This design comes from an exercise in tuning for a short achievable clock period and few clock cycles on the open sky130 flow, not from production work.
Only simulation tests tie the RTL to the original design; equivalence was not proved.
Power and IR drop assume default switching activity.

## TopLevel
module TopLevel(
	input logic Clk,
	input logic Rst,
	output logic[31:0] Imem_Addr,
	input logic[31:0] Imem_Data,
	output logic[31:0] Dmem_Addr,
	output logic[31:0] Dmem_Wr_Data,
	output logic Dmem_Write,
	output logic Dmem_Read,
	input logic[31:0] Dmem_Rd_Data);
export LEC_CHECK = 0
export CAP_MARGIN = 40
export CORE_MARGIN = 2
export CORE_UTILIZATION = 40
export CTS_CLUSTER_DIAMETER = 100
export CTS_CLUSTER_SIZE = 20
export GPL_ROUTABILITY_DRIVEN = 1
export PLACE_DENSITY = 0.6
export SLEW_MARGIN = 20
export SYNTH_HIERARCHICAL = 1
create_clock -name core_clock -period 15.0 [get_ports {Clk}]
standard.sh (not shown) runs the stock make flow with config.mk's settings and CLKGATE_MAP_FILE= SYNTH_SCRIPT=/design/flow/synth_recipe.tcl, a recipe that flattens the netlist after the stock synthesis.
==> flow/flow/run.sh <==
#!/bin/bash
set -euo pipefail
bash standard.sh SETUP_SLACK_MARGIN=10.9 "BUFFER_PORTS_ARGS=-buffer_cell sky130_fd_sc_hd__buf_4" finish > standard.log 2>&1
The first run finished clean.
Testbench counts at the start, summed over its fixed seeds: cycles 26,396.
==> next run, changes <==
--- a/flow/design.v
+++ b/flow/design.v
@@ -15,17 +15,17 @@
 	localparam logic[6:0] OP_JAL   = 7'b1101111;
 	localparam logic[6:0] OP_JALR  = 7'b1100111;
 	localparam logic[6:0] OP_BR    = 7'b1100011;
 	localparam logic[6:0] OP_LW    = 7'b0000011;
 	localparam logic[6:0] OP_SW    = 7'b0100011;
 	logic[31:0] pc;
 	logic d_valid;
 	logic[31:0] d_ir, d_pc;
-	logic d_pred, d_fhibad;
+	logic d_pred, d_fpred;
 	logic e_valid;
 	logic[31:0] e_a, e_b, e_sd, e_alt, e_const;
 	logic[15:2] e_pc, e_btgt;
 	logic e_btb_ok;
 	logic[4:0] e_rd;
 	logic e_wen, e_load, e_read, e_store, e_mul, e_br, e_jal, e_jalr, e_ptaken, e_auipc;
 	logic[2:0] e_f3;
 	logic e_x_eq, e_x_neq, e_x_lt, e_x_nlt, e_x_ltu, e_x_nltu;
@@ -50,25 +50,23 @@
 	logic btb_hit;
 	logic[31:0] btb_target;
 	logic[31:0] pc_plus4;
 	logic[31:0] pc_next;
 	assign f_idx = pc[5:2];
 	assign btb_hit = btb_v[f_idx] && (btb_tag[f_idx] == pc[15:6]) && (pc[31:16] == 16'b0);
 	assign btb_target = {16'b0, btb_tgt[f_idx], 2'b00};
 	assign pc_plus4 = pc + 32'd4;
-	logic f_is_jal, f_pt, f_cj, f_cb, f_hibad;
+	logic f_is_jal, f_pt;
 	logic[15:0] f_imm_j, f_imm_b, f_lo_j, f_lo_b;
 	FetchDecode f_dec(.ins(Imem_Data), .is_jal(f_is_jal), .pt(f_pt));
 	assign f_imm_j = {Imem_Data[15:12], Imem_Data[20], Imem_Data[30:21], 1'b0};
 	assign f_imm_b = {{4{Imem_Data[31]}}, Imem_Data[7], Imem_Data[30:25], Imem_Data[11:8], 1'b0};
-	FetchAdd f_add_j(.a(pc[15:0]), .b(f_imm_j), .s(f_lo_j), .co(f_cj));
-	FetchAdd f_add_b(.a(pc[15:0]), .b(f_imm_b), .s(f_lo_b), .co(f_cb));
-	assign f_hibad = f_is_jal ? ((f_cj != Imem_Data[31]) || (Imem_Data[19:16] != {4{Imem_Data[31]}})) :
-		(f_cb != Imem_Data[31]);
+	FetchAdd f_add_j(.a(pc[15:0]), .b(f_imm_j), .s(f_lo_j));
+	FetchAdd f_add_b(.a(pc[15:0]), .b(f_imm_b), .s(f_lo_b));
 	logic[31:0] pc_rest;
 	logic f_use;
 	always_comb begin
 		if (stall) pc_rest = pc;
 		else if (d_redirect) pc_rest = d_target;
 		else if (btb_hit) pc_rest = btb_target;
 		else pc_rest = pc_plus4;
 	end
@@ -85,17 +83,17 @@
 		else if (e_redirect) d_valid <= 1'b0;
 		else if (!stall) d_valid <= !d_redirect;
 	end
 	always_ff @(posedge Clk) begin
 		if (!stall) begin
 			d_ir <= Imem_Data;
 			d_pc <= pc;
 			d_pred <= btb_hit || f_pt;
-			d_fhibad <= !btb_hit && f_pt && f_hibad;
+			d_fpred <= !btb_hit && f_pt;
 		end
 	end
 	logic[6:0] opc;
 	logic[2:0] f3;
 	logic[6:0] f7;
 	logic[4:0] rs1, rs2, rd;
 	assign opc = d_ir[6:0];
 	assign f3 = d_ir[14:12];
@@ -166,26 +164,29 @@
 		(((e_rd == rs1) && (rs2 == 5'd0)) || ((e_rd == rs2) && (rs1 == 5'd0)));
 	always_comb begin
 		sum_zero = !(e_a[0] ^ e_b[0]);
 		for (int i = 0; i < 31; i++) sum_zero = sum_zero && ((e_a[i+1] ^ e_b[i+1]) == (e_a[i] | e_b[i]));
 	end
 	logic d_ptaken;
 	assign d_ptaken = is_jal || (is_br && (same_rs ? same_taken :
 		(zero_cand ? (sum_zero ^ f3[0]) : (d_pred || d_ir[31]))));
+	logic d_hibad;
+	assign d_hibad = d_fpred && (((pc[15:0] < d_pc[15:0]) != d_ir[31]) ||
+		(d_ir[3] && (d_ir[19:16] != {4{d_ir[31]}})));
 	logic jfuse;
 	assign jfuse = is_jalr && e_auipc && (e_rd == rs1);
 	logic[31:0] d_jtgt;
 	assign d_jtgt = e_const + imm_i;
 	always_comb begin
 		d_redirect = 1'b0;
 		d_target = d_btgt;
 		if (d_valid && !stall) begin
 			if (is_jal || is_br) begin
-				d_redirect = (d_ptaken != d_pred) || (d_ptaken && d_fhibad);
+				d_redirect = (d_ptaken != d_pred) || (d_ptaken && d_hibad);
 				if (!d_ptaken) d_target = d_pc4;
 			end else if (jfuse) begin
 				d_redirect = 1'b1;
 				d_target = d_jtgt;
 			end else begin
 				d_redirect = d_pred;
 				d_target = d_pc4;
 			end
@@ -469,19 +470,18 @@
 		end
 		ltu = cl4[1] | (ce4[1] & cl4[0]);
 		lt = sl4[1] | (se4[1] & sl4[0]);
 	end
 endmodule
 module FetchAdd(
 	input logic[15:0] a,
 	input logic[15:0] b,
-	output logic[15:0] s,
-	output logic co);
-	assign {co, s} = {1'b0, a} + {1'b0, b};
+	output logic[15:0] s);
+	assign s = a + b;
 endmodule
 module FetchDecode(
 	input logic[31:0] ins,
 	output logic is_jal,
 	output logic pt);
 	logic is_br, same, same_taken;
 	assign is_jal = (ins[6:0] == 7'b1101111);
 	assign is_br = (ins[6:0] == 7'b1100011);
- total power is lower by about 3%
- global-route usage is higher by 0.29 points
- register-to-register slack degrades by 0.17 ns
- cell count is lower by 0.39%
- fmax is lower by 2.5%
- final area is lower by 0.37%
- wire length is about the same
- synthesized area stays flat
- hold slack improves by 0.033 ns
- sequential power is lower by about 1%
Testbench counts after the change, summed over its fixed seeds: cycles 26,396.

static timing again, ports no longer ideal:
In the flow no input, the clock included, has a driving cell. The finished layouts below were timed again as built, in two steps.
Step 1 assumes that a clkbuf_16 drives the clock port and a buf_2 every other input.
Step 2 times the ports against the registers' clock, not the clock port: input delays grow and output delays shrink by t, the midpoint of the rising clock arrivals with the driver on.
Three values: ideal ports, drivers, drivers and shift; two values: the first two.
run | shift t [ns] | setup WS [ns] | hold slack, ns | cell pins on the clock port's net
the first run | 0.930 | 10.473 / 10.380 / 9.591 | 0.286 / 0.286 / 0.286 | 1
the second run | 0.918 | 10.357 / 10.280 / 9.571 | 0.319 / 0.319 / 0.319 | 1
After both steps setup and hold are still met in every run listed. For the first run, which loses most, drivers alone change the setup slack by -0.093 ns; drivers and shift together by -0.882 ns.
